From an optimization exercise on the open Yosys and OpenROAD flow, aimed at small area and a short achievable clock period; shortcuts taken in it are not production practice.
At most, simulation tests tie the RTL to the original design; equivalence was not proved.
Function not checked in runs 1, 2, 6 and 7: the RTL went through the layout flow alone.
Power and IR drop assume default switching activity.

===== design/flow/design.v =====
module M216A_TopModule(
    input  wire       clk_i,
    input  wire       rst_i,
    input  wire [4:0] width_i,
    input  wire [4:0] height_i,
    output wire [7:0] index_x_o,
    output wire [7:0] index_y_o,
    output wire [3:0] strike_o
);
    reg [4:0] hr, wr;
    always @(posedge clk_i) begin
        hr <= height_i;
        wr <= width_i;
    end
    wire valid = |hr[4:2];
    reg       started;
    reg [1:0] p;
    always @(posedge clk_i) begin
        if (rst_i) begin
            started <= 1'b0;
            p <= 2'd0;
        end else begin
            if (valid) started <= 1'b1;
            if (valid | started) p <= p + 2'd1;
        end
    end
    wire clr = rst_i | ~started;
    reg  [52:1] RH, RT;
    wire [3:0] T1  = RT[4:1],   T2  = RT[8:5],   T3  = RT[12:9],  T4  = RT[16:13];
    wire [3:0] T5  = RT[20:17], T6  = RT[24:21], T7  = RT[28:25], T8  = RT[32:29];
    wire [3:0] T9  = RT[36:33], T10 = RT[40:37], T11 = RT[44:41], T12 = RT[48:45];
    wire [3:0] T13 = RT[52:49];
    reg [3:0] A0, A1, A2;
    always @(*) begin
        A1 = 4'hF;
        A2 = 4'hF;
        case (hr)
            5'd4:  begin A0 = T10; A1 = T8;  end
            5'd5:  begin A0 = T8;  A1 = T6;  end
            5'd6:  begin A0 = T6;  A1 = T4;  end
            5'd7:  begin A0 = T4;  A1 = T1;  A2 = T2; end
            5'd8:  begin A0 = T1;  A1 = T2;  A2 = T3; end
            5'd9:  begin A0 = T3;  A1 = T5;  end
            5'd10: begin A0 = T5;  A1 = T7;  end
            5'd11: begin A0 = T7;  A1 = T9;  end
            5'd12: begin A0 = T9;  end
            default: begin A0 = T13; A1 = T12; A2 = T11; end
        endcase
    end
    function cmp4;
        input [3:0] a, b;
        input c;
        integer i;
        reg r;
        begin
            r = c;
            for (i = 0; i < 4; i = i + 1)
                r = (~a[i] & b[i]) | (~a[i] & r) | (b[i] & r);
            cmp4 = r;
        end
    endfunction
    wire [3:0] klo = 4'd0 - wr[3:0];
    reg le01_l, le02_l, le12_l, f0_l, f1_l, f2_l;
    always @(posedge clk_i) begin
        le01_l <= cmp4(A0, A1, 1'b1);
        le02_l <= cmp4(A0, A2, 1'b1);
        le12_l <= cmp4(A1, A2, 1'b1);
        f0_l   <= cmp4(A0, klo, 1'b1);
        f1_l   <= cmp4(A1, klo, 1'b1);
        f2_l   <= cmp4(A2, klo, 1'b1);
    end
    reg le01, le02, le12, f0, f1, f2;
    always @(posedge clk_i) begin
        if (p == 2'd1) begin
            le01 <= cmp4(A0, A1, le01_l);
            le02 <= cmp4(A0, A2, le02_l);
            le12 <= cmp4(A1, A2, le12_l);
            f0   <= cmp4(A0, 4'd7, f0_l);
            f1   <= cmp4(A1, 4'd7, f1_l);
            f2   <= cmp4(A2, 4'd7, f2_l);
        end
    end
    wire win0 = le01 & le02;
    wire win1 = ~le01 & le12;
    wire win2 = ~win0 & ~win1;
    wire fit = win0 & f0 | win1 & f1 | win2 & f2;
    wire [3:0] Tsel = {4{win0}} & A0 | {4{win1}} & A1 | {4{win2}} & A2;
    reg [3:0] cid;    
    always @(*) begin
        case (hr)
            5'd4:  cid = win0 ? 4'd10 : 4'd8;
            5'd5:  cid = win0 ? 4'd8  : 4'd6;
            5'd6:  cid = win0 ? 4'd6  : 4'd4;
            5'd7:  cid = win0 ? 4'd4  : (win1 ? 4'd1 : 4'd2);
            5'd8:  cid = win0 ? 4'd1  : (win1 ? 4'd2 : 4'd3);
            5'd9:  cid = win0 ? 4'd3  : 4'd5;
            5'd10: cid = win0 ? 4'd5  : 4'd7;
            5'd11: cid = win0 ? 4'd7  : 4'd9;
            5'd12: cid = 4'd9;
            default: cid = win0 ? 4'd13 : (win1 ? 4'd12 : 4'd11);
        endcase
    end
    reg inc;
    wire [3:0] addend = p[0] ? {3'b0, inc} : wr[3:0];
    wire [4:0] sum = Tsel + addend;
    reg [3:0] sumr, xlo;
    always @(posedge clk_i) begin
        inc  <= sum[4] | wr[4];
        sumr <= sum[3:0];
        xlo  <= Tsel;
    end
    reg [3:0] code;
    reg [7:0] xq;
    always @(posedge clk_i) begin
        if (rst_i)
            code <= 4'd0;
        else if (p == 2'd2)
            code <= ~valid ? 4'd0 : (fit ? cid : 4'd15);
    end
    always @(posedge clk_i) begin
        if (p == 2'd3)
            xq <= (code == 4'd15) ? 8'd128 : {Tsel, xlo};
    end
    wire wph = p[0] ~^ p[1];    
    wire [3:0] wdat = clr ? 4'd0 : sumr;
    reg  [13:1] wen;
    integer s;
    always @(*) begin
        for (s = 1; s <= 13; s = s + 1)
            wen[s] = clr | (wph & (code == s));
    end
    always @(posedge clk_i) begin
        for (s = 1; s <= 13; s = s + 1) begin
            RH[4*s -: 4] <= RT[4*s -: 4];
            RT[4*s -: 4] <= wen[s] ? wdat : RH[4*s -: 4];
        end
    end
    reg [7:0] ytab;
    always @(*) begin
        case (code)
            4'd1:  ytab = 8'd0;
            4'd2:  ytab = 8'd8;
            4'd3:  ytab = 8'd16;
            4'd4:  ytab = 8'd25;
            4'd5:  ytab = 8'd32;
            4'd6:  ytab = 8'd42;
            4'd7:  ytab = 8'd48;
            4'd8:  ytab = 8'd59;
            4'd9:  ytab = 8'd64;
            4'd10: ytab = 8'd76;
            4'd11: ytab = 8'd80;
            4'd12: ytab = 8'd96;
            4'd13: ytab = 8'd112;
            default: ytab = 8'd128;
        endcase
    end
    reg [7:0] xo, yo;
    reg [3:0] so;
    always @(posedge clk_i) begin
        if (rst_i) begin
            xo <= 8'd0;
            yo <= 8'd0;
            so <= 4'd0;
        end else if (p == 2'd2 && code != 4'd0) begin
            xo <= xq;
            yo <= ytab;
            if (code == 4'd15) so <= so + 4'd1;
        end
    end
    assign index_x_o = xo;
    assign index_y_o = yo;
    assign strike_o  = so;
endmodule

===== design/flow/run.sh =====
#!/bin/bash
# synth_recipe.tcl (not shown) runs the flow's synth.tcl, then flattens the netlist and writes it again
# the make line also repeats each setting of config.mk as NAME=value (left out here)
make -C /OpenROAD-flow-scripts/flow DESIGN_CONFIG=/design/flow/config.mk WORK_HOME=/design/flow/orfs CLKGATE_MAP_FILE= SYNTH_SCRIPT=/design/flow/synth_recipe.tcl finish

===== design/flow/config.mk =====
export PLATFORM = sky130hd
export DESIGN_NAME = M216A_TopModule
export DESIGN_NICKNAME = M216A_TopModule
export VERILOG_FILES = /design/flow/design.v
export SDC_FILE = /design/flow/constraint.sdc
export NUM_CORES = 4
export LEC_CHECK = 0
export CAP_MARGIN = 20
export CORE_MARGIN = 2
export CORE_UTILIZATION = 40
export GPL_TIMING_DRIVEN = 0
export SLEW_MARGIN = 20

===== design/flow/constraint.sdc =====
create_clock -name core_clock -period 4.0 [get_ports {clk_i}]
set_input_delay 0.8000 -clock core_clock [delete_from_list [all_inputs] [get_ports {clk_i}]]
set_output_delay 0.8000 -clock core_clock [all_outputs]
set_load 0.01 [all_outputs]

==> flow_metrics.py, run 1 <==
metrics = {
    "floorplan": {
        "die_h_um": 138.1,
        "dieArea_um2": 19070,
        "die_x_um": 138.1,
        "start_util": 0.4046,
        "boundaryPins": 32,
        "core.rowCount": 49,
        "coreArea_um2": 17780,
    },
    "drt": {
        "wl_um": 18310,
        "drtAntennaViolNets": 0,
        "drc": 0,
        "via_per_inst": 5.408,
        "firstDrtPassIters": 5,
        "drt_iter0_markers": 428,
        "drt-wirelength-per-cell_um": 17.95,
        "vias": 5516,
    },
    "cts": {
        "cts_buffers": 17,
        "root_buffer": "clkbuf_16",
        "cts_max_path_buffers": 2,
        "cts_hold_buf": 0,
        "clkSinkCount": 170,
        "insertion_delay_ps": 430,
        "h-tree-depth": 4,
        "clk_pin_slew_ps": 70,
        "cts_setup_buffers": 0,
        "cts_tree": "built",
        "post_cts_resize_count": 0,
    },
    "pwr": {
        "p_sw_mw": 1.073,
        "pwr-share-comb": 0.123,
        "p_int_mw": 3.027,
        "vdd_drop_max_v": 0.0003181,
        "p_sw_frac": 0.2618,
        "powerDensity_nw_per_um2": 487.5,
        "p_leak_nw": 3.367,
        "power_frac_clock": 0.430,
        "seqPwrFrac": 0.447,
    },
    "place": {
        "dp_slack_ps": 573.5,
        "gp_congestion": 0.9209,
        "hpwlAfterDp_um": 13410,
        "numPortBuffers": 30,
        "place_area_um2": 7780,
    },
    "sta": {
        "setup_viol": 0,
        "period_share": 0.8699,
        "worst_pin_slew_ps": 1125,
        "slew_violations": 0,
        "fin_tns_setup_ps": 0,
        "hold_viol": 0,
        "rsz0062_at_grt": "no",
        "hold_ws_ps": 351.8,
        "fin_skew_ps": 7.322,
        "max_slew_margin": 0.2441,
        "max_freq_ghz": 0.2874,
        "post-route-min-period_ps": 3480,
        "setup_ws_ps": 520.2,
    },
    "setup_path": {
        "crit_path_end_kind": "register",
        "reg2reg_depth": 11,
        "start_kind": "register",
        "worst-setup-path-type": "reg -> reg",
        "critical_path_peak_fanout": 10,
        "r2r_slack_ps": 520,
        "crit_end": "inc",
        "r2r-start": "hr[4]",
        "critPathArrivalTime_ps": 3800,
        "reg2reg_to": "inc",
        "startpoint": "hr[4]",
        "cp.required_ps": 4320,
    },
    "yosys": {
        "syn_avg_cell_area_um2": 9.867,
        "ys_seq_area_frac": 0.4926,
        "synth_area_leaders": "dfxtp_1 43%, mux2i_1 9.6%, edfxtp_1 5.8%",
        "synth_top_area_frac": 0.4342,
        "syn_inst": 729,
        "synth-seq-cells": 170,
        "synth_area_leader_cell": "dfxtp_1",
        "syn_area_um2": 7193,
        "ys_types": 81,
        "syn-num-nets": 755,
        "synthFlopType": "dfxtp_1",
        "yosys_warnings": 1,
        "async_reset_ff_frac": 0,
        "synth_edf_count": 14,
    },
    "global_route": {
        "grt_max_degree": 17,
        "antenna_found_initial": 0,
        "grt_pass1_wl_um": 29670,
        "gr-usage-all-layers": 0.1967,
        "overflow": 0,
        "grt_pass1_vias": 5392,
    },
    "finish": {
        "fillers": 1656,
        "nets": 804,
        "stdcell_area_um2": 8411,
        "multi_input_area_um2": 3356,
        "layout-drive-gt1-share": 0.09987,
        "antennaDiodeCount": 0,
        "area_delta_synth_final_pct": 16.92,
        "seqCellArea_um2": 3543,
    },
    "run": {
        "cap_violations": 0,
    },
    "worst_hold_path": {
        "worstHoldPathType": "reg -> reg",
    },
    "outcome": {
        "outcome": "no timing/DRC/antenna violations",
    },
}
==> layout make-up <==
type | count | share of cell area
well taps | 229 | 0.03407
plain buffers | 44 | 0.02514
repair buffers | 30 | 0.03570
clock buffers | 17 | 0.05058
clock inverters | 15 | 0.02440
flip-flops and latches | 170 | 0.4213
multi-input cells | 493 | 0.3990
inverters | 22 | 0.009819
==> cells in the mapped netlist (3+ instances only) <==
cell type / n
a32oi_1: 5
nand2b_1: 6
ha_1: 13
xnor2_1: 6
dfxtp_1: 156
o21bai_1: 3
a2bb2oi_1: 3
o2bb2ai_1: 3
mux4_2: 3
buf_4: 5
a21oi_1: 40
a31oi_1: 14
buf_2: 10
o21ai_0: 18
edfxtp_1: 14
a211oi_1: 11
inv_1: 21
nor3_1: 8
and2_1: 8
a21o_1: 3
nand3_1: 18
mux2i_1: 69
clkbuf_1: 26
mux2_2: 5
o221ai_1: 4
nand2_1: 57
and3_1: 9
nor2_1: 99
o21a_1: 3
and3b_1: 4
nor2b_1: 14
maj3_2: 6
==> flip-flops by register name (all words and copies together) (netlist names), 5 cells and up <==
| register | cells |
|---|---|
| RH | 52 |
| RT | 52 |
| hr | 5 |
| wr | 5 |
| xo | 8 |
| xq | 8 |
| yo | 8 |
==> metrics by stage <==
step | instances | util | power (mW)
floorplan | 729 | - | 2.202
finish | 1020 | 0.4730 | 4.100
global route | 1020 | 0.4730 | 4.263
detailed placement | 988 | 0.4376 | 2.364
global placement | 988 | 0.4376 | 2.358
CTS | 1020 | 0.4730 | 4.116
==> critical path: stages (launching register included) <==
cell and delay, ps:
dfxtp_1 300, buf_4 170, nor3b_2 620, buf_2 370, a22oi_1 130, a21oi_1 590
a21oi_1 150, a21oi_1 350, ha_1 330, nor2b_1 140, o21ai_0 150, nand2_1 70
==> cell usage in the layout (no fill, tap or decap), types with 17 or more instances in the layout <==
master           Yosys  routed
o21ai_0             18      18
clkbuf_1            26      26
dfxtp_1            156     156
a21oi_1             40      40
clkdlybuf4s50_1      0      30
nand3_1             18      18
mux2i_1             69      69
nor2_1              99      99
inv_1               21      21
nand2_1             57      57
clkbuf_16            0      17
==> power groups by stage <==
stage	Combinational, mW	Clock, mW	Sequential (mW)
2_1_floorplan	0.347	0	1.85
3_3_place_gp	0.490	0	1.87
3_5_place_dp	0.496	0	1.87
4_1_cts	0.500	1.79	1.83
5_1_grt	0.553	1.87	1.84
6_report	0.505	1.76	1.83
==> logic make-up after synthesis <==
family | Yosys count | share of synthesized area
multiplexers | 77 | 0.1132
adder cells (fa/ha/maj) | 22 | 0.03757
flip-flops | 170 | 0.4926
buffers and inverters | 66 | 0.04088
AND/OR/NAND/NOR | 240 | 0.1550
XOR/XNOR | 8 | 0.009741
AO/OA/AOI/OAI | 146 | 0.1510
==> worst min-delay path by stage <==
stage	slack, ps	startpoint	endpoint	cells past startpoint
3_5_place_dp	340	RT[51]	RH[51]	0
4_1_cts	350	RT[47]	RH[47]	0
2_1_floorplan	330	RT[40]	RH[40]	0
6_report	350	RT[50]	RH[50]	0
5_1_grt	360	RT[50]	RH[50]	0
3_3_place_gp	340	RT[50]	RH[50]	0
==> routing by layer <==
metal,up-vias,track usage,routed length (µm)
li1,2683,-,-
met1,2609,0.2579,8193
met2,182,0.3236,8644
met3,42,0.03706,926
met4,0,0.07519,547
met5,-,0,0
==> run 2, diff against run 1 <==
--- a/design/flow/config.mk
+++ b/design/flow/config.mk
@@ -9,4 +9,6 @@
 export CORE_MARGIN = 2
 export CORE_UTILIZATION = 40
+export CTS_BUF_LIST = sky130_fd_sc_hd__clkbuf_4 sky130_fd_sc_hd__clkbuf_8
 export GPL_TIMING_DRIVEN = 0
+export SETUP_SLACK_MARGIN = 1.5
 export SLEW_MARGIN = 20
==> run 2 against run 1 <==
  * Power shrank 7.9%
  * Sequential share of layout area shrank 3.6 points
  * Core utilization grew 4.7 points
  * Die area is the same
  * Cell count grew 5.7%
  * Register-to-register slack gained 780 ps
  * Combinational power grew 29%
  * Worst setup slack gained 780 ps
  * Critical path depth grew 1
  * Global-route usage grew 1.2 points
  * Largest power group unchanged
==> flow_metrics.py, run 2 <==
metrics = {
    "cts": {
        "root_buffer": "clkbuf_8",
        "cts_buffers": 17,
        "clk_pin_slew_ps": 90,
        "h-tree-depth": 4,
        "clkSinkCount": 170,
        "cts_max_path_buffers": 2,
        "cts_hold_buf": 0,
        "cts_tree": "built",
        "insertion_delay_ps": 470,
    },
    "sta": {
        "fin_skew_ps": 17.78,
        "max_freq_ghz": 0.3707,
        "fin_tns_setup_ps": 0,
        "setup_viol": 0,
        "rsz0062_at_grt": "yes",
        "setup_ws_ps": 1302,
        "hold_viol": 0,
        "slew_violations": 0,
        "max_slew_margin": 0.5338,
        "worst_pin_slew_ps": 690.5,
        "period_share": 0.6744,
        "post-route-min-period_ps": 2698,
    },
    "yosys": {
        "yosys_warnings": 1,
        "synth-seq-cells": 170,
        "yosysMostFrequentCell": "dfxtp_1",
        "yosys.area_share.simple": 0.1550,
        "synth_area_leaders": "dfxtp_1 43%, mux2i_1 9.6%, edfxtp_1 5.8%",
        "syn_inst": 729,
        "async_reset_ff_frac": 0,
        "synth_edf_count": 14,
        "yosys.area_share.adder": 0.03757,
        "ys_types": 81,
        "synth_top_area_frac": 0.4342,
        "syn_area_um2": 7193,
        "synthXorXnorAreaFrac": 0.009741,
        "synth_top_family_by_area": "simple AND/OR/NAND/NOR gates",
        "synthMuxAreaShare": 0.1132,
        "synth_area_leader_cell": "dfxtp_1",
        "synthTopCellsByCount": "156 x dfxtp_1, 99 x nor2_1, 69 x mux2i_1, 57 x nand2_1, 40 x a21oi_1",
        "synthFlopType": "dfxtp_1",
        "syn_avg_cell_area_um2": 9.867,
        "synth_compound_area_frac": 0.1510,
        "syn-num-nets": 755,
        "ys_seq_area_frac": 0.4926,
    },
    "global_route": {
        "overflow": 0,
        "grt_max_degree": 17,
        "grt_pass1_wl_um": 31650,
        "antenna_found_initial": 0,
        "gr-usage-all-layers": 0.2092,
        "grt_pass1_vias": 5742,
    },
    "place": {
        "dp_slack_ps": 518.7,
        "numPortBuffers": 30,
        "gp_congestion": 0.9280,
        "hpwlAfterDp_um": 13770,
    },
    "finish": {
        "final_cell_mix": "151 x dfxtp_1, 95 x nor2_1, 66 x mux2i_1",
        "reg.largest.list": "RH (52), RT (52)",
        "layout-drive-gt1-share": 0.2426,
        "mostFrequentLayoutCell": "dfxtp_1",
        "fillers": 1560,
        "antennaDiodeCount": 0,
        "area_delta_synth_final_pct": 28.49,
        "nets": 862,
    },
    "drt": {
        "drtAntennaViolNets": 0,
        "firstDrtPassIters": 8,
        "drt-wirelength-per-cell_um": 18.63,
        "vias": 5937,
        "wl_um": 20080,
        "drt_iter0_markers": 462,
        "via_per_inst": 5.507,
        "drc": 0,
    },
    "floorplan": {
        "boundaryPins": 32,
        "die_x_um": 138.1,
        "start_util": 0.4046,
        "die_h_um": 138.1,
        "coreArea_um2": 17780,
        "dieArea_um2": 19070,
        "core.rowCount": 49,
    },
    "setup_path": {
        "start_kind": "register",
        "r2r_slack_ps": 1300,
        "crit_path_end_kind": "register",
        "critPathArrivalTime_ps": 3100,
        "critical_path_peak_fanout": 4,
        "cp.required_ps": 4400,
        "worst-setup-path-type": "reg -> reg",
    },
    "outcome": {
        "outcome": "no timing/DRC/antenna violations",
    },
    "pwr": {
        "vdd_drop_max_v": 0.0002169,
        "powerDensity_nw_per_um2": 408.7,
        "p_leak_nw": 3.689,
    },
    "run": {
        "cap_violations": 0,
    },
    "worst_hold_path": {
        "worstHoldPathType": "reg -> reg",
    },
}
## run 2: cell type report
class,instances,area (µm²),share of cell area
Timing Repair Buffer,88,865.8,0.09368
Clock inverter,15,183.9,0.01990
Buffer,44,302.8,0.03276
Multi-Input combinational cell,493,3730,0.4035
Inverter,22,82.58,0.008935
Clock buffer,17,234.0,0.02531
Tap cell,229,286.5,0.03100
Sequential cell,170,3557,0.3849
## run 2: routing by layer
metal,global-route usage,share of wire,vias up
li1,-,-,2799
met1,0.2697,0.43,2861
met2,0.3489,0.48,234
met3,0.05057,0.067,43
met4,0.06391,0.019,0
met5,0,0,-
## run 2: cell families (layout without fill, tap and decap cells)
family                   Yosys count  count (layout)
XOR/XNOR                           8               8
buffers and inverters             66             186
adder cells (fa/ha/maj)           22              22
flip-flops                       170             170
AND/OR/NAND/NOR                  240             240
AO/OA/AOI/OAI                    146             146
multiplexers                      77              77
## run 2: where the power goes
group / switching (mW) / total [mW] / internal [mW] / leakage (nW)
Clock: 0.667 / 1.29 / 0.628 / 0.201
Combinational: 0.373 / 0.651 / 0.278 / 2.10
Sequential: 0.0489 / 1.83 / 1.78 / 1.39
Total: 1.09 / 3.78 / 2.69 / 3.69
## run 2: through the flow
stage	instances	hold slack [ps]	instance area, µm²	power [mW]	utilization
detailed placement	988	343.0	7839	2.379	0.4409
floorplan	729	330.1	7252	2.211	-
global route	1078	365.4	9243	3.932	0.5198
global placement	988	338.1	7839	2.366	0.4409
finish	1078	351.7	9243	3.778	0.5198
CTS	1056	359.2	8872	3.735	0.4990
## run 2: what timing repair did
action / 4_1_cts / 5_1_grt
endpoints found under the hold margin: 0 / 0
endpoints found under the setup margin: 23 / 19
gates cloned: 1 / 2
gates resized for setup: 79 / 52
pin swaps: 31 / 35
buffers inserted: 35 / 20
## run 2: critical path, stage by stage (launching register included)
cell     delay [ps]
dfxtp_2         320
buf_6           130
nor3b_4         300
buf_4           180
nor2_4           40
a311o_1         340
o22ai_4         200
a21oi_2          70
mux2_4          310
ha_4            170
inv_2            40
fa_2            430
inv_2            90
## run 2: final timing paths
check	startpoint	end	depth (start not counted)
min	RT[47]	RH[47]	0
max	hr[4]	sumr[1]	12
min reg2reg	RT[47]	RH[47]	0
max reg2reg	hr[4]	sumr[1]	12
==> run 3, diff against run 2 <==
--- a/design/flow/design.v
+++ b/design/flow/design.v
@@ -8,10 +8,20 @@
     output wire [3:0] strike_o
 );
-    reg [4:0] hr, wr;
+    reg k4, k5, k6, k7, k8, k9, k10, k11, k12, k13;
+    reg [4:0] wr;
     always @(posedge clk_i) begin
-        hr <= height_i;
-        wr <= width_i;
+        k4  <= height_i == 5'd4;
+        k5  <= height_i == 5'd5;
+        k6  <= height_i == 5'd6;
+        k7  <= height_i == 5'd7;
+        k8  <= height_i == 5'd8;
+        k9  <= height_i == 5'd9;
+        k10 <= height_i == 5'd10;
+        k11 <= height_i == 5'd11;
+        k12 <= height_i == 5'd12;
+        k13 <= height_i >= 5'd13;
+        wr  <= width_i;
     end
-    wire valid = |hr[4:2];
+    wire valid = k4 | k5 | k6 | k7 | k8 | k9 | k10 | k11 | k12 | k13;
     reg       started;
     reg [1:0] p;
@@ -31,21 +41,12 @@
     wire [3:0] T9  = RT[36:33], T10 = RT[40:37], T11 = RT[44:41], T12 = RT[48:45];
     wire [3:0] T13 = RT[52:49];
-    reg [3:0] A0, A1, A2;
-    always @(*) begin
-        A1 = 4'hF;
-        A2 = 4'hF;
-        case (hr)
-            5'd4:  begin A0 = T10; A1 = T8;  end
-            5'd5:  begin A0 = T8;  A1 = T6;  end
-            5'd6:  begin A0 = T6;  A1 = T4;  end
-            5'd7:  begin A0 = T4;  A1 = T1;  A2 = T2; end
-            5'd8:  begin A0 = T1;  A1 = T2;  A2 = T3; end
-            5'd9:  begin A0 = T3;  A1 = T5;  end
-            5'd10: begin A0 = T5;  A1 = T7;  end
-            5'd11: begin A0 = T7;  A1 = T9;  end
-            5'd12: begin A0 = T9;  end
-            default: begin A0 = T13; A1 = T12; A2 = T11; end
-        endcase
-    end
+    wire [3:0] A0 = {4{k4}} & T10 | {4{k5}} & T8 | {4{k6}} & T6 | {4{k7}} & T4
+                  | {4{k8}} & T1  | {4{k9}} & T3 | {4{k10}} & T5 | {4{k11}} & T7
+                  | {4{k12}} & T9 | {4{k13}} & T13;
+    wire [3:0] A1 = {4{k4}} & T8  | {4{k5}} & T6 | {4{k6}} & T4 | {4{k7}} & T1
+                  | {4{k8}} & T2  | {4{k9}} & T5 | {4{k10}} & T7 | {4{k11}} & T9
+                  | {4{k12}} | {4{k13}} & T12;
+    wire [3:0] A2 = {4{k7}} & T2 | {4{k8}} & T3 | {4{k13}} & T11
+                  | {4{~(k7 | k8 | k13)}};
     function cmp4;
         input [3:0] a, b;
@@ -86,19 +87,14 @@
     wire fit = win0 & f0 | win1 & f1 | win2 & f2;
     wire [3:0] Tsel = {4{win0}} & A0 | {4{win1}} & A1 | {4{win2}} & A2;
-    reg [3:0] cid;    
-    always @(*) begin
-        case (hr)
-            5'd4:  cid = win0 ? 4'd10 : 4'd8;
-            5'd5:  cid = win0 ? 4'd8  : 4'd6;
-            5'd6:  cid = win0 ? 4'd6  : 4'd4;
-            5'd7:  cid = win0 ? 4'd4  : (win1 ? 4'd1 : 4'd2);
-            5'd8:  cid = win0 ? 4'd1  : (win1 ? 4'd2 : 4'd3);
-            5'd9:  cid = win0 ? 4'd3  : 4'd5;
-            5'd10: cid = win0 ? 4'd5  : 4'd7;
-            5'd11: cid = win0 ? 4'd7  : 4'd9;
-            5'd12: cid = 4'd9;
-            default: cid = win0 ? 4'd13 : (win1 ? 4'd12 : 4'd11);
-        endcase
-    end
+    wire [3:0] cid = {4{k4 & win0}} & 4'd10 | {4{k4 & ~win0}} & 4'd8
+                   | {4{k5 & win0}} & 4'd8  | {4{k5 & ~win0}} & 4'd6
+                   | {4{k6 & win0}} & 4'd6  | {4{k6 & ~win0}} & 4'd4
+                   | {4{k7 & win0}} & 4'd4  | {4{k7 & win1}} & 4'd1 | {4{k7 & win2}} & 4'd2
+                   | {4{k8 & win0}} & 4'd1  | {4{k8 & win1}} & 4'd2 | {4{k8 & win2}} & 4'd3
+                   | {4{k9 & win0}} & 4'd3  | {4{k9 & ~win0}} & 4'd5
+                   | {4{k10 & win0}} & 4'd5 | {4{k10 & ~win0}} & 4'd7
+                   | {4{k11 & win0}} & 4'd7 | {4{k11 & ~win0}} & 4'd9
+                   | {4{k12}} & 4'd9
+                   | {4{k13 & win0}} & 4'd13 | {4{k13 & win1}} & 4'd12 | {4{k13 & win2}} & 4'd11;
     reg inc;
     wire [3:0] addend = p[0] ? {3'b0, inc} : wr[3:0];
--- a/design/flow/config.mk
+++ b/design/flow/config.mk
@@ -11,4 +11,4 @@
 export CTS_BUF_LIST = sky130_fd_sc_hd__clkbuf_4 sky130_fd_sc_hd__clkbuf_8
 export GPL_TIMING_DRIVEN = 0
-export SETUP_SLACK_MARGIN = 1.5
+export SETUP_SLACK_MARGIN = 2.2
 export SLEW_MARGIN = 20
==> run 3 against run 2 <==
  * Die area is 6.7% lower
  * Sequential share of layout area is 2.7 points higher
  * Non-clock buffer count is 5 higher
  * Combinational power is 46% lower
  * Clock skew is 5.9 ps lower
==> flow_metrics.py, run 3 <==
metrics = {
    "finish": {
        "nets": 804,
        "layout-drive-gt1-share": 0.3502,
        "final_cell_mix": "130 x dfxtp_1, 78 x nor2_1, 53 x mux2i_1",
        "fillers": 1463,
        "mostFrequentLayoutCell": "dfxtp_1",
        "stdcell_area_um2": 8957,
        "antennaDiodeCount": 0,
        "reg.largest.list": "RH (52), RT (52)",
        "final_cell_count_no_fill": 1011,
        "seqCellArea_um2": 3687,
        "multi_input_area_um2": 3361,
        "area_delta_synth_final_pct": 33.74,
    },
    "pwr": {
        "seqPwrFrac": 0.528,
        "powerDensity_nw_per_um2": 385.7,
        "power_frac_clock": 0.371,
        "vdd_drop_max_v": 0.0002305,
        "p_leak_nw": 3.630,
        "pwr-share-comb": 0.101,
        "p_sw_frac": 0.2607,
        "p_total_mw": 3.455,
        "p_int_mw": 2.554,
        "p_sw_mw": 0.9005,
    },
    "yosys": {
        "synth_top_family_by_area": "simple AND/OR/NAND/NOR gates",
        "yosysMostFrequentCell": "dfxtp_1",
        "ys_seq_area_frac": 0.5440,
        "synth-seq-cells": 175,
        "synthTopCellsByCount": "161 x dfxtp_1, 83 x nor2_1, 53 x mux2i_1, 49 x nand2_1, 35 x a22oi_1",
        "synth_top_area_frac": 0.4812,
        "syn_avg_cell_area_um2": 10.12,
        "synth_edf_count": 14,
        "synth_compound_area_frac": 0.1177,
        "syn_area_um2": 6698,
        "syn_inst": 662,
        "synth_area_leader_cell": "dfxtp_1",
        "async_reset_ff_frac": 0,
        "synthFlopType": "dfxtp_1",
        "yosys.area_share.adder": 0.05511,
        "synth_area_leaders": "dfxtp_1 48%, mux2i_1 7.9%, edfxtp_1 6.3%",
        "synthMuxAreaShare": 0.07921,
        "syn-num-nets": 688,
        "yosys_warnings": 1,
        "yosys.area_share.simple": 0.1565,
        "synthXorXnorAreaFrac": 0.01046,
        "ys_types": 55,
    },
    "sta": {
        "worst_pin_slew_ps": 546.0,
        "setup_viol": 0,
        "rsz0062_at_grt": "yes",
        "fin_tns_setup_ps": 0,
        "fin_skew_ps": 11.91,
        "max_slew_margin": 0.6360,
        "period_share": 0.5829,
        "post-route-min-period_ps": 2332,
        "slew_violations": 0,
        "max_freq_ghz": 0.4289,
        "hold_viol": 0,
        "setup_ws_ps": 1668,
    },
    "drt": {
        "drc": 0,
        "wl_um": 17770,
        "firstDrtPassIters": 5,
        "drt-wirelength-per-cell_um": 17.58,
        "vias": 5334,
        "drtAntennaViolNets": 0,
        "drt_iter0_markers": 357,
        "via_per_inst": 5.276,
    },
    "cts": {
        "h-tree-depth": 4,
        "cts_hold_buf": 0,
        "clk_pin_slew_ps": 90,
        "insertion_delay_ps": 470,
        "cts_buffers": 17,
        "cts_max_path_buffers": 2,
        "cts_tree": "built",
        "clkSinkCount": 175,
        "root_buffer": "clkbuf_8",
    },
    "floorplan": {
        "coreArea_um2": 16470,
        "start_util": 0.4068,
        "die_x_um": 133.4,
        "boundaryPins": 32,
        "dieArea_um2": 17800,
        "core.rowCount": 47,
        "die_h_um": 133.4,
    },
    "setup_path": {
        "cp.required_ps": 4370,
        "path_cells": "buf_6 > or3_4 > buf_6 > and4_4 > buf_6 > nor2_4 > a211oi_4 > buf_4 > buf_6 > fa_2 > inv_2",
        "critPathMaxStageDelay_ps": 560,
        "crit_path_end_kind": "register",
        "critPathArrivalTime_ps": 2700,
        "cp.buffers_inverters": 6,
        "path_depth": 11,
        "start_kind": "register",
        "worst-setup-path-type": "reg -> reg",
        "path_delay_family": "buffers and inverters",
        "reg2reg_depth": 11,
        "critical_path_peak_fanout": 6,
        "slowest_stage": "fa_2",
        "crit_top_cell": "buf_6",
    },
    "global_route": {
        "overflow": 0,
        "met2_usage": 0.3477,
        "grt_pass1_wl_um": 27190,
        "grt_use_met1": 0.2388,
        "busiest_layer": "met2",
        "gr-usage-all-layers": 0.1983,
        "grt_max_degree": 17,
        "antenna_found_initial": 0,
        "use_met3": 0.04795,
        "grt_pass1_vias": 5193,
    },
    "place": {
        "gp_congestion": 0.8476,
        "placed_cells": 912,
        "dp_slack_ps": 1458,
        "place_area_um2": 7422,
        "numPortBuffers": 30,
        "hpwlAfterDp_um": 11800,
    },
    "worst_hold_path": {
        "worstHoldPathType": "reg -> reg",
        "worstHoldPathCells": 0,
    },
    "outcome": {
        "outcome": "no timing/DRC/antenna violations",
    },
    "run": {
        "cap_violations": 0,
    },
}
[run 3: cell types whose count changed after synthesis, sizes merged, moves of 6 or more]
cell and change:
o21ai -6, inv -6, nand4 +9, nor2 -17
nand2b +7, a21oi -12, nand2 -8, maj3 +10
mux2i -16, a22oi +33, a31oi -13
[run 3: power groups by stage]
stage / Combinational [mW] / Sequential (mW) / Clock (mW)
after floorplan: 0.172 / 1.86 / 0
after global placement: 0.250 / 1.86 / 0
after detailed placement: 0.254 / 1.86 / 0
after CTS: 0.301 / 1.82 / 1.30
after global routing: 0.374 / 1.83 / 1.37
final: 0.349 / 1.82 / 1.28
[run 3: path summary, 6_finish.rpt]
path,from,slack [ps],endpoint
worst max register to register,k13,1670,sumr[1]
worst max-delay path,k13,1670,sumr[1]
worst min register to register,RT[43],360,RH[43]
worst min-delay path,RT[43],360,RH[43]
[run 3: cell type report]
type | count | share of cell area
flip-flops and latches | 175 | 0.4117
multi-input cells | 431 | 0.3752
repair buffers | 97 | 0.09275
plain buffers | 40 | 0.03632
well taps | 220 | 0.03073
clock buffers | 20 | 0.03003
clock inverters | 12 | 0.01662
inverters | 16 | 0.006705
[run 3: what timing repair did]
action,4_1_cts,5_1_grt
endpoints found under the setup margin,114,90
setup buffers,44,23
gates resized for setup,201,74
pin swaps,41,36
[run 3: metrics by stage]
| stage | hold slack, ps | utilization |
|---|---|---|
| floorplan | 330.4 | - |
| finish | 357.7 | 0.5440 |
| global route | 366.1 | 0.5440 |
| global placement | 337.7 | 0.4508 |
| detailed placement | 342.0 | 0.4508 |
| CTS | 358.5 | 0.5138 |
[run 3: cell families after synthesis]
kind of cell,Yosys count
AOI/OAI and AO/OA,116
xor gates and xnor gates,8
adders and majority gates,32
buffers and inverters,56
DFF,175
muxes,53
and+or+nand+nor,222
[run 3: layer usage]
layer / vias to the layer above / share of wire / wire length [µm]
li1: 2574 / - / -
met1: 2563 / 0.43 / 7700
met2: 162 / 0.49 / 8779
met3: 35 / 0.047 / 833
met4: 0 / 0.026 / 456
met5: - / 0 / 0
==> run 4, diff against run 3 <==
--- a/design/flow/config.mk
+++ b/design/flow/config.mk
@@ -11,4 +11,4 @@
 export CTS_BUF_LIST = sky130_fd_sc_hd__clkbuf_4 sky130_fd_sc_hd__clkbuf_8
 export GPL_TIMING_DRIVEN = 0
-export SETUP_SLACK_MARGIN = 2.2
+export SETUP_SLACK_MARGIN = 1.5
 export SLEW_MARGIN = 20
==> run 4 against run 3 <==
  * Synthesized area unchanged
  * Routed wire length down 6.7%
  * Die area unchanged
  * Critical path type unchanged
  * First-iteration DRC count down 27%
  * Core utilization down 6.3 points
  * Global-route usage down 0.59 points
  * Largest cell class unchanged
  * Sequential share of layout area up 4.9 points
  * Count of clock-buffer cells in the layout down 1
==> flow_metrics.py, run 4 <==
metrics = {
    "outcome": {
        "outcome": "no timing/DRC/antenna violations",
    },
    "floorplan": {
        "start_util": 0.4068,
        "dieArea_um2": 17800,
        "boundaryPins": 32,
        "die_x_um": 133.4,
        "coreArea_um2": 16470,
        "core.rowCount": 47,
        "die_h_um": 133.4,
    },
    "yosys": {
        "synth_edf_count": 14,
        "synth_area_leaders": "dfxtp_1 48%, mux2i_1 7.9%, edfxtp_1 6.3%",
        "synthFlopType": "dfxtp_1",
        "ys_seq_area_frac": 0.5440,
        "syn_area_um2": 6698,
        "yosysMostFrequentCell": "dfxtp_1",
        "synth_area_leader_cell": "dfxtp_1",
        "ys_types": 55,
        "async_reset_ff_frac": 0,
        "syn-num-nets": 688,
        "syn_avg_cell_area_um2": 10.12,
        "synth_top_area_frac": 0.4812,
        "synthTopCellsByCount": "161 x dfxtp_1, 83 x nor2_1, 53 x mux2i_1, 49 x nand2_1, 35 x a22oi_1",
        "synth-seq-cells": 175,
        "yosys_warnings": 1,
        "syn_inst": 662,
    },
    "pwr": {
        "p_total_mw": 3.346,
        "p_leak_nw": 3.109,
        "powerDensity_nw_per_um2": 422.3,
        "vdd_drop_max_v": 0.0002321,
    },
    "finish": {
        "nets": 747,
        "fillers": 1575,
        "stdcell_area_um2": 7923,
        "final_cell_mix": "158 x dfxtp_1, 80 x nor2_1, 53 x mux2i_1",
        "area_delta_synth_final_pct": 18.29,
        "mostFrequentLayoutCell": "dfxtp_1",
        "layout-drive-gt1-share": 0.1226,
        "final_cell_count_no_fill": 954,
        "postLayoutCoreUtil": 0.4812,
        "antennaDiodeCount": 0,
        "reg.largest.list": "RH (52), RT (52)",
    },
    "cts": {
        "cts_buffers": 17,
        "cts_max_path_buffers": 2,
        "cts_tree": "built",
        "root_buffer": "clkbuf_8",
        "clk_pin_slew_ps": 90,
        "h-tree-depth": 4,
        "insertion_delay_ps": 470,
        "clkSinkCount": 175,
    },
    "sta": {
        "setup_viol": 0,
        "fin_tns_setup_ps": 0,
        "fin_skew_ps": 8.561,
        "period_share": 0.6062,
        "hold_ws_ps": 356.0,
        "slew_violations": 0,
        "hold_viol": 0,
        "setup_ws_ps": 1575,
        "rsz0062_at_grt": "yes",
        "max_freq_ghz": 0.4124,
        "worst_pin_slew_ps": 618.0,
        "post-route-min-period_ps": 2425,
        "max_slew_margin": 0.5837,
    },
    "setup_path": {
        "path_cells": "buf_4 > clkbuf_4 > a22oi_1 > nand4_1 > a211oi_4 > o221ai_1 > ha_1 > o21ai_0 > nand2_1",
        "start_kind": "register",
        "reg2reg_to": "inc",
        "critPathMaxStageDelay_ps": 440,
        "critPathArrivalTime_ps": 2790,
        "cp.required_ps": 4370,
        "reg2reg_depth": 9,
        "critical_path_peak_fanout": 10,
        "r2r-start": "k13",
        "r2r_slack_ps": 1580,
        "worst-setup-path-type": "reg -> reg",
        "crit_path_end_kind": "register",
        "slowest_stage": "a211oi_4",
    },
    "place": {
        "hpwlAfterDp_um": 11800,
        "placed_cells": 912,
        "dp_slack_ps": 717.0,
        "numPortBuffers": 30,
        "place_area_um2": 7286,
        "gp_congestion": 0.8343,
    },
    "drt": {
        "drt-wirelength-per-cell_um": 17.37,
        "wl_um": 16570,
        "via_per_inst": 5.288,
        "drt_iter0_markers": 261,
        "vias": 5045,
        "drtAntennaViolNets": 0,
        "drc": 0,
        "firstDrtPassIters": 5,
    },
    "worst_hold_path": {
        "hold_path_end": "RH[41]",
        "hold_path.startpoint": "RT[41]",
        "worstHoldPathType": "reg -> reg",
        "worstHoldPathCells": 0,
    },
    "global_route": {
        "overflow": 0,
        "grt_max_degree": 17,
        "grt_pass1_wl_um": 26540,
        "grt_pass1_vias": 4980,
        "antenna_found_initial": 0,
        "gr-usage-all-layers": 0.1925,
    },
    "run": {
        "cap_violations": 0,
    },
}
## run 4: cell counts after synthesis
No cell type changed its count.
## run 4: layout make-up
type | instances | area [µm²] | area share
flip-flops and latches | 175 | 3647 | 0.4604
clock buffers | 19 | 261.5 | 0.03301
plain buffers | 40 | 234.0 | 0.02953
clock inverters | 13 | 150.1 | 0.01895
multi-input cells | 431 | 2919 | 0.3684
inverters | 16 | 60.06 | 0.007581
repair buffers | 40 | 375.4 | 0.04738
well taps | 220 | 275.3 | 0.03474
## run 4: routing by layer
metal  GRT usage  routed length [µm]  vias up  share of wire
li1            -                   -     2461              -
met1      0.2458                7562     2414           0.46
met2      0.3219                7973      132           0.48
met3     0.04110                 666       38          0.040
met4     0.07033                 370        0          0.022
met5           0                   0        -              0
## run 4: critical path: cells and delay by family (launching register included)
kind	cells	cell delay (ps)
AO/OA/AOI/OAI	4	1020
adder cells (fa/ha/maj)	1	380
buffers and inverters	2	360
flip-flops	1	300
AND/OR/NAND/NOR	2	240
## run 4: power by group
group / internal [mW] / total (mW) / switching, mW
combinational: 0.0946 / 0.255 / 0.161
sequential: 1.80 / 1.82 / 0.0259
clock: 0.600 / 1.27 / 0.667
## run 4: cell families (layout without fill, tap and decap cells)
family | Yosys count | count (layout) | synth area share
fa+ha+maj | 32 | 32 | 0.05511
buf+inv | 56 | 128 | 0.03699
flops | 175 | 175 | 0.5440
compound gates | 116 | 116 | 0.1177
simple gates | 222 | 222 | 0.1566
mux | 53 | 53 | 0.07921
xor+xnor | 8 | 8 | 0.01046
## run 4: worst max path at each step
stage                     cells past startpoint  slack (ps)  start  endpoint
after floorplan                              11        1510     k4   sumr[3]
after detailed placement                     10         720    k13       inc
after global routing                         11        1460    k13   sumr[3]
after global placement                       10         760    k13       inc
after CTS                                    11        1500     k4   sumr[3]
final                                         9        1580    k13       inc
## run 4: repair_timing
item / in CTS / in global routing
gates cloned: 0 / 0
gates resized for setup: 13 / 36
hold buffers: 0 / 0
endpoints found under the setup margin: 9 / 5
setup buffers: 7 / 3
pin swaps: 7 / 12
==> run 5, diff against run 4 <==
--- a/design/flow/config.mk
+++ b/design/flow/config.mk
@@ -10,4 +10,6 @@
 export CORE_UTILIZATION = 40
 export CTS_BUF_LIST = sky130_fd_sc_hd__clkbuf_4 sky130_fd_sc_hd__clkbuf_8
+export CTS_CLUSTER_DIAMETER = 200
+export CTS_CLUSTER_SIZE = 50
 export GPL_TIMING_DRIVEN = 0
 export SETUP_SLACK_MARGIN = 1.5
==> run 5 against run 4 <==
  * Still clean on timing, DRC and antenna
  * Die area stayed put
  * Critical path depth unchanged
  * Routed wire length unchanged
  * Count of clock-buffer cells in the layout unchanged
  * Synthesized area unchanged
  * Combinational power hardly changed
  * Flip-flop and latch count unchanged
  * Clock skew did not move
  * First-iteration DRC count did not move
  * Power did not move
  * Fmax is the same
  * Critical path type unchanged
  * Critical endpoint unchanged
  * Largest power group unchanged
  * Highest routed layer unchanged
==> flow_metrics.py, run 5 <==
metrics = {
    "sta": {
        "slew_violations": 0,
        "period_share": 0.6062,
        "fin_skew_ps": 8.561,
        "rsz0062_at_grt": "yes",
        "post-route-min-period_ps": 2425,
        "fin_tns_setup_ps": 0,
        "setup_viol": 0,
        "setup_ws_ps": 1575,
        "worst_pin_slew_ps": 618.0,
        "max_freq_ghz": 0.4124,
        "hold_viol": 0,
        "max_slew_margin": 0.5837,
    },
    "floorplan": {
        "boundaryPins": 32,
        "dieArea_um2": 17800,
        "core.rowCount": 47,
        "die_x_um": 133.4,
        "start_util": 0.4068,
        "coreArea_um2": 16470,
        "die_h_um": 133.4,
    },
    "yosys": {
        "yosysMostFrequentCell": "dfxtp_1",
        "synth-seq-cells": 175,
        "synth_top_area_frac": 0.4812,
        "async_reset_ff_frac": 0,
        "synth_edf_count": 14,
        "syn-num-nets": 688,
        "synth_area_leader_cell": "dfxtp_1",
        "yosys_warnings": 1,
        "syn_inst": 662,
        "synth_area_leaders": "dfxtp_1 48%, mux2i_1 7.9%, edfxtp_1 6.3%",
        "synthFlopType": "dfxtp_1",
        "syn_area_um2": 6698,
        "synthTopCellsByCount": "161 x dfxtp_1, 83 x nor2_1, 53 x mux2i_1, 49 x nand2_1, 35 x a22oi_1",
        "syn_avg_cell_area_um2": 10.12,
        "ys_types": 55,
        "ys_seq_area_frac": 0.5440,
    },
    "drt": {
        "firstDrtPassIters": 5,
        "drt-wirelength-per-cell_um": 17.37,
        "drtAntennaViolNets": 0,
        "vias": 5045,
        "via_per_inst": 5.288,
        "drc": 0,
        "drt_iter0_markers": 261,
        "wl_um": 16570,
    },
    "setup_path": {
        "slowest_stage": "a211oi_4",
        "path_cells": "buf_4 > clkbuf_4 > a22oi_1 > nand4_1 > a211oi_4 > o221ai_1 > ha_1 > o21ai_0 > nand2_1",
        "cp.required_ps": 4370,
        "reg2reg_to": "inc",
        "r2r-start": "k13",
        "crit_path_end_kind": "register",
        "cp.buffers_inverters": 2,
        "worst-setup-path-type": "reg -> reg",
        "path_delay_family": "compound AO/OA/AOI/OAI gates",
        "start_kind": "register",
        "critPathMaxStageDelay_ps": 440,
        "critPathArrivalTime_ps": 2790,
        "r2r_slack_ps": 1580,
        "critical_path_peak_fanout": 10,
        "startpoint": "k13",
        "reg2reg_depth": 9,
    },
    "finish": {
        "reg.largest.list": "RH (52), RT (52)",
        "antennaDiodeCount": 0,
        "seqCellArea_um2": 3647,
        "final_cell_mix": "158 x dfxtp_1, 80 x nor2_1, 53 x mux2i_1",
        "area_delta_synth_final_pct": 18.29,
        "nets": 747,
        "mostFrequentLayoutCell": "dfxtp_1",
        "multi_input_area_um2": 2919,
        "fillers": 1575,
        "layout-drive-gt1-share": 0.1226,
        "stdcell_area_um2": 7923,
    },
    "pwr": {
        "powerDensity_nw_per_um2": 422.3,
        "p_leak_nw": 3.109,
        "p_total_mw": 3.346,
        "vdd_drop_max_v": 0.0002321,
    },
    "cts": {
        "cts_max_path_buffers": 2,
        "cts_buffers": 17,
        "clk_pin_slew_ps": 90,
        "cts_tree": "built",
        "cts_hold_buf": 0,
        "root_buffer": "clkbuf_8",
        "h-tree-depth": 4,
        "insertion_delay_ps": 470,
        "clkSinkCount": 175,
    },
    "outcome": {
        "outcome": "no timing/DRC/antenna violations",
    },
    "place": {
        "gp_congestion": 0.8343,
        "numPortBuffers": 30,
        "dp_slack_ps": 717.0,
        "place_area_um2": 7286,
        "hpwlAfterDp_um": 11800,
    },
    "global_route": {
        "grt_pass1_wl_um": 26540,
        "grt_max_degree": 17,
        "gr-usage-all-layers": 0.1925,
        "overflow": 0,
        "antenna_found_initial": 0,
        "grt_pass1_vias": 4980,
    },
    "run": {
        "cap_violations": 0,
    },
    "worst_hold_path": {
        "worstHoldPathCells": 0,
        "worstHoldPathType": "reg -> reg",
        "hold_path.startpoint": "RT[41]",
        "hold_path_end": "RH[41]",
    },
}
==> run 5: cell counts after synthesis <==
Identical to the previous run, type by type.
==> run 5: cell type report <==
type | count | area share
multi-input combinational | 431 | 0.3684
tap | 220 | 0.03474
clock inverter | 13 | 0.01895
inverter | 16 | 0.007581
timing repair buffer | 40 | 0.04738
sequential | 175 | 0.4604
clock buffer | 19 | 0.03301
buffer | 40 | 0.02953
==> run 5: worst register-to-register path: stages (launching register included) <==
cell,delay [ps]
dfxtp_1,300
buf_4,160
clkbuf_4,210
a22oi_1,190
nand4_1,170
a211oi_4,440
o221ai_1,320
ha_1,380
o21ai_0,90
nand2_1,70
==> run 5: worst max path at each step <==
stage                          to  depth (start not counted)
after global placement        inc                         10
after detailed placement      inc                         10
after CTS                 sumr[3]                         11
final                         inc                          9
after floorplan           sumr[3]                         11
after global routing      sumr[3]                         11
==> run 5: what timing repair did <==
action	in CTS	in global routing
setup buffers	7	3
gates resized for setup	13	36
pin swaps	7	12
endpoints found under the setup margin	9	5
==> run 5: per-stage QoR <==
stage / util / instances / hold slack [ps]
floorplan: - / 662 / 330.4
global placement: 0.4422 / 912 / 337.8
detailed placement: 0.4425 / 912 / 338.5
CTS: 0.4745 / 951 / 356.7
global route: 0.4812 / 954 / 369.8
finish: 0.4812 / 954 / 356.0
==> run 5: power breakdown <==
group | switching (mW) | total [mW] | internal, mW
clock | 0.667 | 1.27 | 0.600
combinational | 0.161 | 0.255 | 0.0946
sequential | 0.0259 | 1.82 | 1.80
==> run 5: routing by layer <==
layer	vias to the layer above	GRT usage	routed length, µm
met4	0	0.07033	370
met1	2414	0.2458	7562
met5	-	0	0
met3	38	0.04110	666
met2	132	0.3219	7973
li1	2461	-	-
==> run 5: kinds of logic after synthesis <==
| logic type | count (synthesis) | share of synthesized area |
|---|---|---|
| compound gates | 116 | 0.1177 |
| flops | 175 | 0.5440 |
| buf+inv | 56 | 0.03699 |
| fa+ha+maj | 32 | 0.05511 |
| simple gates | 222 | 0.1566 |
| mux | 53 | 0.07921 |
| xor+xnor | 8 | 0.01046 |
==> run 6, diff against run 5 <==
--- a/design/flow/design.v
+++ b/design/flow/design.v
@@ -62,22 +62,14 @@
     endfunction
     wire [3:0] klo = 4'd0 - wr[3:0];
-    reg le01_l, le02_l, le12_l, f0_l, f1_l, f2_l;
-    always @(posedge clk_i) begin
-        le01_l <= cmp4(A0, A1, 1'b1);
-        le02_l <= cmp4(A0, A2, 1'b1);
-        le12_l <= cmp4(A1, A2, 1'b1);
-        f0_l   <= cmp4(A0, klo, 1'b1);
-        f1_l   <= cmp4(A1, klo, 1'b1);
-        f2_l   <= cmp4(A2, klo, 1'b1);
-    end
+    wire [3:0] kn  = p[0] ? 4'd7 : klo;
     reg le01, le02, le12, f0, f1, f2;
     always @(posedge clk_i) begin
-        if (p == 2'd1) begin
-            le01 <= cmp4(A0, A1, le01_l);
-            le02 <= cmp4(A0, A2, le02_l);
-            le12 <= cmp4(A1, A2, le12_l);
-            f0   <= cmp4(A0, 4'd7, f0_l);
-            f1   <= cmp4(A1, 4'd7, f1_l);
-            f2   <= cmp4(A2, 4'd7, f2_l);
+        if (~p[1]) begin
+            le01 <= cmp4(A0, A1, ~p[0] | le01);
+            le02 <= cmp4(A0, A2, ~p[0] | le02);
+            le12 <= cmp4(A1, A2, ~p[0] | le12);
+            f0   <= cmp4(A0, kn, ~p[0] | f0);
+            f1   <= cmp4(A1, kn, ~p[0] | f1);
+            f2   <= cmp4(A2, kn, ~p[0] | f2);
         end
     end
@@ -100,9 +92,8 @@
     wire [3:0] addend = p[0] ? {3'b0, inc} : wr[3:0];
     wire [4:0] sum = Tsel + addend;
-    reg [3:0] sumr, xlo;
+    reg [3:0] sumr;
     always @(posedge clk_i) begin
         inc  <= sum[4] | wr[4];
         sumr <= sum[3:0];
-        xlo  <= Tsel;
     end
     reg [3:0] code;
@@ -115,6 +106,6 @@
     end
     always @(posedge clk_i) begin
-        if (p == 2'd3)
-            xq <= (code == 4'd15) ? 8'd128 : {Tsel, xlo};
+        if (p == 2'd2) xq[3:0] <= Tsel;
+        if (p == 2'd3) xq[7:4] <= Tsel;
     end
     wire wph = p[0] ~^ p[1];    
@@ -159,5 +150,5 @@
             so <= 4'd0;
         end else if (p == 2'd2 && code != 4'd0) begin
-            xo <= xq;
+            xo <= (code == 4'd15) ? 8'd128 : xq;
             yo <= ytab;
             if (code == 4'd15) so <= so + 4'd1;
==> design/flow/flow/run.sh (new file) <==
#!/bin/bash
# Standard layout, but with faster port buffers than the default pick.
cp standard.sh standard_sh.txt
export BUFFER_PORTS_ARGS="-buffer_cell sky130_fd_sc_hd__buf_4"
bash standard.sh > standard.log 2>&1
==> design/flow/standard.sh (new file) <==
#!/bin/bash
# synth_recipe.tcl (not shown) runs the flow's synth.tcl, then flattens the netlist and writes it again
# the make line also repeats each setting of config.mk as NAME=value (left out here)
make -C /OpenROAD-flow-scripts/flow DESIGN_CONFIG=/design/flow/config.mk WORK_HOME=/design/flow/orfs CLKGATE_MAP_FILE= SYNTH_SCRIPT=/design/flow/synth_recipe.tcl "${@:-finish}"
--- a/design/flow/config.mk
+++ b/design/flow/config.mk
@@ -10,6 +10,4 @@
 export CORE_UTILIZATION = 40
 export CTS_BUF_LIST = sky130_fd_sc_hd__clkbuf_4 sky130_fd_sc_hd__clkbuf_8
-export CTS_CLUSTER_DIAMETER = 200
-export CTS_CLUSTER_SIZE = 50
 export GPL_TIMING_DRIVEN = 0
 export SETUP_SLACK_MARGIN = 1.5
removed: design/flow/run.sh
==> run 6 against run 5 <==
  * Sequential share of layout area barely moved
  * Synthesized area shrank 4.8%
  * Critical endpoint is now le01
  * Still clean
  * Flip-flop and latch count decreased by 10
  * Combinational power down 2%
  * Power fell by 2.0%
  * Worst setup slack got worse by 210 ps
  * Highest routed layer unchanged
  * Critical path type unchanged
  * Core utilization decreased by 0.47 points
  * Sequential power fell by 5%
  * Final area fell by 5.5%
==> flow_metrics.py, run 6 <==
metrics = {
    "finish": {
        "postLayoutCoreUtil": 0.4764,
        "reg.largest.list": "RH (52), RT (52)",
        "multi_input_area_um2": 2748,
        "mostFrequentLayoutCell": "dfxtp_1",
        "final_cell_mix": "147 x dfxtp_1, 84 x nor2_1, 53 x mux2i_1",
        "layout-drive-gt1-share": 0.1669,
        "final_cell_count_no_fill": 923,
        "seqCellArea_um2": 3448,
        "nets": 719,
        "stdcell_area_um2": 7486,
        "antennaDiodeCount": 0,
        "fillers": 1473,
        "area_delta_synth_final_pct": 17.36,
    },
    "drt": {
        "drt_iter0_markers": 387,
        "drtAntennaViolNets": 0,
        "via_per_inst": 5.286,
        "wl_um": 15410,
        "drt-wirelength-per-cell_um": 16.69,
        "firstDrtPassIters": 5,
        "vias": 4879,
        "drc": 0,
    },
    "sta": {
        "rsz0062_at_grt": "yes",
        "post-route-min-period_ps": 2637,
        "setup_viol": 0,
        "setup_ws_ps": 1363,
        "period_share": 0.6591,
        "slew_violations": 0,
        "fin_tns_setup_ps": 0,
        "hold_ws_ps": 355.2,
        "max_freq_ghz": 0.3793,
        "max_slew_margin": 0.6184,
        "worst_pin_slew_ps": 572.4,
        "fin_skew_ps": 10.02,
        "hold_viol": 0,
    },
    "run": {
        "cap_violations": 0,
    },
    "global_route": {
        "grt_pass1_vias": 4716,
        "grt_pass1_wl_um": 24980,
        "gr-usage-all-layers": 0.1941,
        "use_met3": 0.03854,
        "met2_usage": 0.3120,
        "busiest_layer": "met2",
        "grt_use_met1": 0.2564,
        "overflow": 0,
        "antenna_found_initial": 0,
        "grt_max_degree": 17,
    },
    "setup_path": {
        "r2r-start": "k5",
        "reg2reg_depth": 8,
        "worst-setup-path-type": "reg -> reg",
        "cp.buffers_inverters": 1,
        "crit_top_cell": "maj3_2",
        "critical_path_peak_fanout": 3,
        "reg2reg_to": "le01",
        "path_delay_family": "adder cells",
        "path_cells": "buf_8 > a22o_1 > a221oi_2 > nand4_1 > maj3_2 > maj3_2 > maj3_2 > maj3_2",
        "r2r_slack_ps": 1360,
        "slowest_stage": "dfxtp_2",
        "path_depth": 8,
        "start_kind": "register",
        "critPathArrivalTime_ps": 2850,
        "critPathMaxStageDelay_ps": 340,
        "cp.required_ps": 4210,
        "crit_path_end_kind": "register",
    },
    "place": {
        "numPortBuffers": 30,
        "place_area_um2": 6885,
        "dp_slack_ps": 1135,
        "placed_cells": 879,
        "gp_congestion": 0.8698,
        "hpwlAfterDp_um": 11000,
    },
    "floorplan": {
        "dieArea_um2": 16970,
        "boundaryPins": 32,
        "coreArea_um2": 15710,
        "die_h_um": 130.3,
        "core.rowCount": 46,
        "start_util": 0.4060,
        "die_x_um": 130.3,
    },
    "cts": {
        "clkSinkCount": 165,
        "cts_tree": "built",
        "h-tree-depth": 4,
        "cts_buffers": 17,
        "cts_max_path_buffers": 2,
        "insertion_delay_ps": 460,
        "cts_hold_buf": 0,
        "clk_pin_slew_ps": 90,
        "root_buffer": "clkbuf_8",
    },
    "worst_hold_path": {
        "hold_path.startpoint": "RT[44]",
        "worstHoldPathType": "reg -> reg",
        "hold_path_end": "RH[44]",
        "worstHoldPathCells": 0,
    },
    "pwr": {
        "p_leak_nw": 3.042,
        "pwr-share-comb": 0.077,
        "vdd_drop_max_v": 0.0002286,
        "seqPwrFrac": 0.526,
        "powerDensity_nw_per_um2": 438.0,
        "p_sw_mw": 0.8232,
        "p_int_mw": 2.455,
        "power_frac_clock": 0.398,
        "p_sw_frac": 0.2511,
        "p_total_mw": 3.279,
    },
    "yosys": {
        "yosys.area_share.adder": 0.04315,
        "ys_types": 57,
        "synthMuxAreaShare": 0.08494,
        "synth_area_leader_cell": "dfxtp_1",
        "synth_compound_area_frac": 0.1304,
        "synth_top_family_by_area": "simple AND/OR/NAND/NOR gates",
        "synth-seq-cells": 165,
        "synthTopCellsByCount": "151 x dfxtp_1, 84 x nor2_1, 53 x mux2i_1, 38 x nand2_1, 29 x clkbuf_1",
        "synth_area_leaders": "dfxtp_1 47%, mux2i_1 8.3%, edfxtp_1 6.6%",
        "syn_area_um2": 6379,
        "yosys.area_share.simple": 0.1522,
        "synthFlopType": "dfxtp_1",
        "synth_edf_count": 14,
        "synthXorXnorAreaFrac": 0.01098,
        "syn-num-nets": 657,
        "yosys_warnings": 1,
        "syn_inst": 632,
        "ys_seq_area_frac": 0.5398,
        "syn_avg_cell_area_um2": 10.09,
        "async_reset_ff_frac": 0,
        "synth_top_area_frac": 0.4739,
        "yosysMostFrequentCell": "dfxtp_1",
    },
    "outcome": {
        "outcome": "no timing/DRC/antenna violations",
    },
}
## run 6: logic make-up (layout without fill, tap and decap cells)
family          count (synthesis)  after routing
flops                         165            165
mux                            54             54
fa+ha+maj                      23             23
simple gates                  210            210
compound gates                115            115
xor+xnor                        8              8
buf+inv                        57            132
## run 6: final cells by class
type	instances	share of cell area
clock inverter	12	0.02190
clock buffer	20	0.03594
multi-input combinational	410	0.3670
timing repair buffer	43	0.04279
tap	216	0.03610
buffer	40	0.02708
inverter	17	0.008524
sequential	165	0.4606
## run 6: power by group through the flow
stage | Clock, mW | Sequential, mW | Combinational [mW]
after CTS | 1.33 | 1.72 | 0.248
after floorplan | 0 | 1.75 | 0.167
after global routing | 1.40 | 1.73 | 0.280
final | 1.30 | 1.72 | 0.251
after detailed placement | 0 | 1.76 | 0.243
after global placement | 0 | 1.76 | 0.238
## run 6: worst max-delay path by stage
stage                     start   end  slack (ps)
after detailed placement     k7   inc        1130
after global placement       k7   inc         760
after global routing         k5  le01        1340
after floorplan              k5  le01        1590
after CTS                    k5  le01        1400
final                        k5  le01        1360
## run 6: metal layers
layer  up-vias  share of wire
li1       2373              -
met1      2323           0.45
met2       158           0.47
met3        25          0.053
met4         0          0.025
met5         -              0
## run 6: worst reg2reg max path, cell delays in order, from the launching register on
cell	delay (ps)
dfxtp_2	340
buf_8	120
a22o_1	210
a221oi_2	290
nand4_1	180
maj3_2	320
maj3_2	310
maj3_2	320
maj3_2	300
## run 6: timing repair
item                                    CTS  global route
gates resized for setup                  15            18
pin swaps                                 9             5
setup buffers                             9             3
endpoints found under the setup margin    4             7
==> run 7, diff against run 6 <==
==> design/flow/run.sh (new file) <==
#!/bin/bash
# synth_recipe.tcl (not shown) runs the flow's synth.tcl, then flattens the netlist and writes it again
# the make line also repeats each setting of config.mk as NAME=value (left out here)
make -C /OpenROAD-flow-scripts/flow DESIGN_CONFIG=/design/flow/config.mk WORK_HOME=/design/flow/orfs CLKGATE_MAP_FILE= SYNTH_SCRIPT=/design/flow/synth_recipe.tcl finish
removed: design/flow/flow/run.sh
removed: design/flow/standard.sh
==> run 7 against run 6 <==
  * Highest routed layer unchanged
  * Core utilization grew 0.36 points
  * Still clean
  * Register-to-register slack gained 40 ps
  * First-iteration DRC count shrank 27%
  * Count of clock-buffer cells in the layout shrank 2
  * Sequential share of layout area shrank 0.38 points
  * Final area grew 0.75%
  * Largest cell class unchanged
==> flow_metrics.py, run 7 <==
metrics = {
    "yosys": {
        "ys_types": 57,
        "syn_area_um2": 6379,
        "ys_seq_area_frac": 0.5398,
        "syn_inst": 632,
        "synth_edf_count": 14,
        "synth_area_leader_cell": "dfxtp_1",
        "async_reset_ff_frac": 0,
        "synth_area_leaders": "dfxtp_1 47%, mux2i_1 8.3%, edfxtp_1 6.6%",
        "synthTopCellsByCount": "151 x dfxtp_1, 84 x nor2_1, 53 x mux2i_1, 38 x nand2_1, 29 x clkbuf_1",
        "synth_top_area_frac": 0.4739,
        "syn-num-nets": 657,
        "yosys_warnings": 1,
        "synth-seq-cells": 165,
        "yosysMostFrequentCell": "dfxtp_1",
        "synthFlopType": "dfxtp_1",
        "syn_avg_cell_area_um2": 10.09,
    },
    "drt": {
        "drc": 0,
        "firstDrtPassIters": 6,
        "via_per_inst": 5.354,
        "drt-wirelength-per-cell_um": 17.09,
        "drtAntennaViolNets": 0,
        "drt_iter0_markers": 281,
        "wl_um": 15760,
        "vias": 4936,
    },
    "setup_path": {
        "critPathArrivalTime_ps": 2820,
        "slowest_stage": "dfxtp_2",
        "path_delay_family": "adder cells",
        "worst-setup-path-type": "reg -> reg",
        "cp.required_ps": 4220,
        "critPathMaxStageDelay_ps": 330,
        "critical_path_peak_fanout": 2,
        "crit_path_end_kind": "register",
        "path_cells": "buf_6 > a22o_1 > a221oi_2 > nand4_1 > maj3_2 > maj3_2 > maj3_2 > maj3_2",
        "start_kind": "register",
        "cp.buffers_inverters": 1,
        "crit_top_cell": "maj3_2",
    },
    "finish": {
        "nets": 719,
        "multi_input_area_um2": 2779,
        "reg.largest.list": "RH (52), RT (52)",
        "final_cell_mix": "149 x dfxtp_1, 84 x nor2_1, 53 x mux2i_1",
        "final_cell_count_no_fill": 922,
        "seqCellArea_um2": 3446,
        "fillers": 1488,
        "area_delta_synth_final_pct": 18.24,
        "antennaDiodeCount": 0,
        "layout-drive-gt1-share": 0.1289,
        "mostFrequentLayoutCell": "dfxtp_1",
    },
    "sta": {
        "fin_skew_ps": 10.91,
        "rsz0062_at_grt": "yes",
        "max_slew_margin": 0.6286,
        "hold_viol": 0,
        "post-route-min-period_ps": 2599,
        "slew_violations": 0,
        "setup_viol": 0,
        "max_freq_ghz": 0.3847,
        "worst_pin_slew_ps": 556.0,
        "fin_tns_setup_ps": 0,
        "period_share": 0.6498,
    },
    "global_route": {
        "grt_max_degree": 17,
        "overflow": 0,
        "grt_pass1_vias": 4882,
        "gr-usage-all-layers": 0.1960,
        "antenna_found_initial": 0,
        "grt_pass1_wl_um": 25120,
    },
    "cts": {
        "clk_pin_slew_ps": 90,
        "cts_tree": "built",
        "cts_hold_buf": 0,
        "cts_max_path_buffers": 2,
        "h-tree-depth": 4,
        "clkSinkCount": 165,
        "root_buffer": "clkbuf_8",
        "insertion_delay_ps": 470,
        "cts_buffers": 17,
    },
    "place": {
        "hpwlAfterDp_um": 11170,
        "numPortBuffers": 30,
        "placed_cells": 879,
        "gp_congestion": 0.8706,
    },
    "floorplan": {
        "coreArea_um2": 15710,
        "dieArea_um2": 16970,
        "core.rowCount": 46,
        "boundaryPins": 32,
        "die_x_um": 130.3,
        "die_h_um": 130.3,
        "start_util": 0.4060,
    },
    "pwr": {
        "p_sw_mw": 0.8387,
        "p_leak_nw": 2.971,
        "power_frac_clock": 0.379,
        "p_sw_frac": 0.2623,
        "powerDensity_nw_per_um2": 424.0,
        "seqPwrFrac": 0.539,
        "pwr-share-comb": 0.082,
        "vdd_drop_max_v": 0.0002701,
        "p_int_mw": 2.359,
    },
    "worst_hold_path": {
        "worstHoldPathType": "reg -> reg",
    },
    "outcome": {
        "outcome": "no timing/DRC/antenna violations",
    },
    "run": {
        "cap_violations": 0,
    },
}
[run 7: cell counts after synthesis]
Identical to the previous run, type by type.
[run 7: path summary, 6_finish.rpt]
kind / start / slack, ps / cells after the start / endpoint
worst max-delay path: k5 / 1400 / 8 / le01
worst min-delay path: RT[42] / 350 / 0 / RH[42]
worst max register to register: k5 / 1400 / 8 / le01
worst min register to register: RT[42] / 350 / 0 / RH[42]
[run 7: cell type report]
class	instances	share of cell area
Buffer	40	0.02621
Inverter	17	0.008461
Multi-Input combinational cell	410	0.3684
Tap cell	216	0.03583
Clock buffer	18	0.03202
Timing Repair Buffer	43	0.05242
Clock inverter	13	0.01974
Sequential cell	165	0.4569
[run 7: cell families after synthesis]
family,count (synthesis),share of synthesized area
AOI/OAI and AO/OA,115,0.1304
xor gates and xnor gates,8,0.01099
adders and majority gates,23,0.04315
buffers and inverters,57,0.03844
DFF,165,0.5398
muxes,54,0.08494
and+or+nand+nor,210,0.1522
[run 7: worst reg2reg max path, delay by kind of cell (launching register included)]
| family | cells | cell delay (ps) |
|---|---|---|
| buf+inv | 1 | 110 |
| flops | 1 | 330 |
| compound gates | 2 | 470 |
| simple gates | 1 | 180 |
| fa+ha+maj | 4 | 1260 |
[run 7: per-layer routing]
metal	global-route usage	vias up	wire (µm)
met2	0.3209	155	7538
met4	0.09108	0	472
met5	0	-	0
met3	0.04838	36	783
li1	-	2379	-
met1	0.2441	2366	6964
[run 7: timing repair]
| action | 4_1_cts | 5_1_grt |
|---|---|---|
| setup endpoints to repair | 4 | 17 |
| gates resized for setup | 13 | 24 |
| hold endpoints to repair | 0 | 0 |
| buffers inserted | 8 | 4 |
| pin swaps | 8 | 5 |
[run 7: metrics by stage]
stage,hold WS [ps],area [µm²],power [mW],util,setup WS (ps)
after floorplan,330.4,6379,1.922,-,1591
after global placement,338.3,6949,2.002,0.4423,763.4
after detailed placement,342.1,6960,2.010,0.4430,1138
after CTS,352.9,7438,3.202,0.4734,1421
after global routing,358.4,7542,3.308,0.4800,1342
final,354.5,7542,3.198,0.4800,1401
[run 7: power groups by stage]
| stage | clock (mW) | combinational, mW | sequential [mW] |
|---|---|---|---|
| CTS | 1.23 | 0.253 | 1.72 |
| finish | 1.21 | 0.263 | 1.72 |
| detailed placement | 0 | 0.248 | 1.76 |
| global placement | 0 | 0.242 | 1.76 |
| global route | 1.29 | 0.288 | 1.73 |
| floorplan | 0 | 0.167 | 1.75 |

port drivers added, routing unchanged:
The flow's constraints put no driver on any port. The routed layouts listed below were extracted and timed again, unchanged, in two steps.
Step 1, drivers: a clkbuf_16 drives clk_i and a buf_2 each remaining input, both assumed.
Step 2 also shifts input and output timing later by t, the mid clock arrival at the registers, as if the neighbouring blocks saw the same clock.
Slacks: no drivers / after step 1 / after step 2; pairs: no drivers / after step 1.
run	shift t [ns]	setup slack, ns
run 1	0.469	0.520 / 0.520 / 0.520
run 2	0.497	1.302 / 1.302 / 1.302
run 3	0.506	1.668 / 1.668 / 1.668
run 4	0.506	1.575 / 1.575 / 1.575
run 5	0.506	1.575 / 1.575 / 1.575
run 6	0.491	1.363 / 1.363 / 1.363
run 7	0.499	1.401 / 1.401 / 1.401
After both steps every run listed still meets setup and hold.
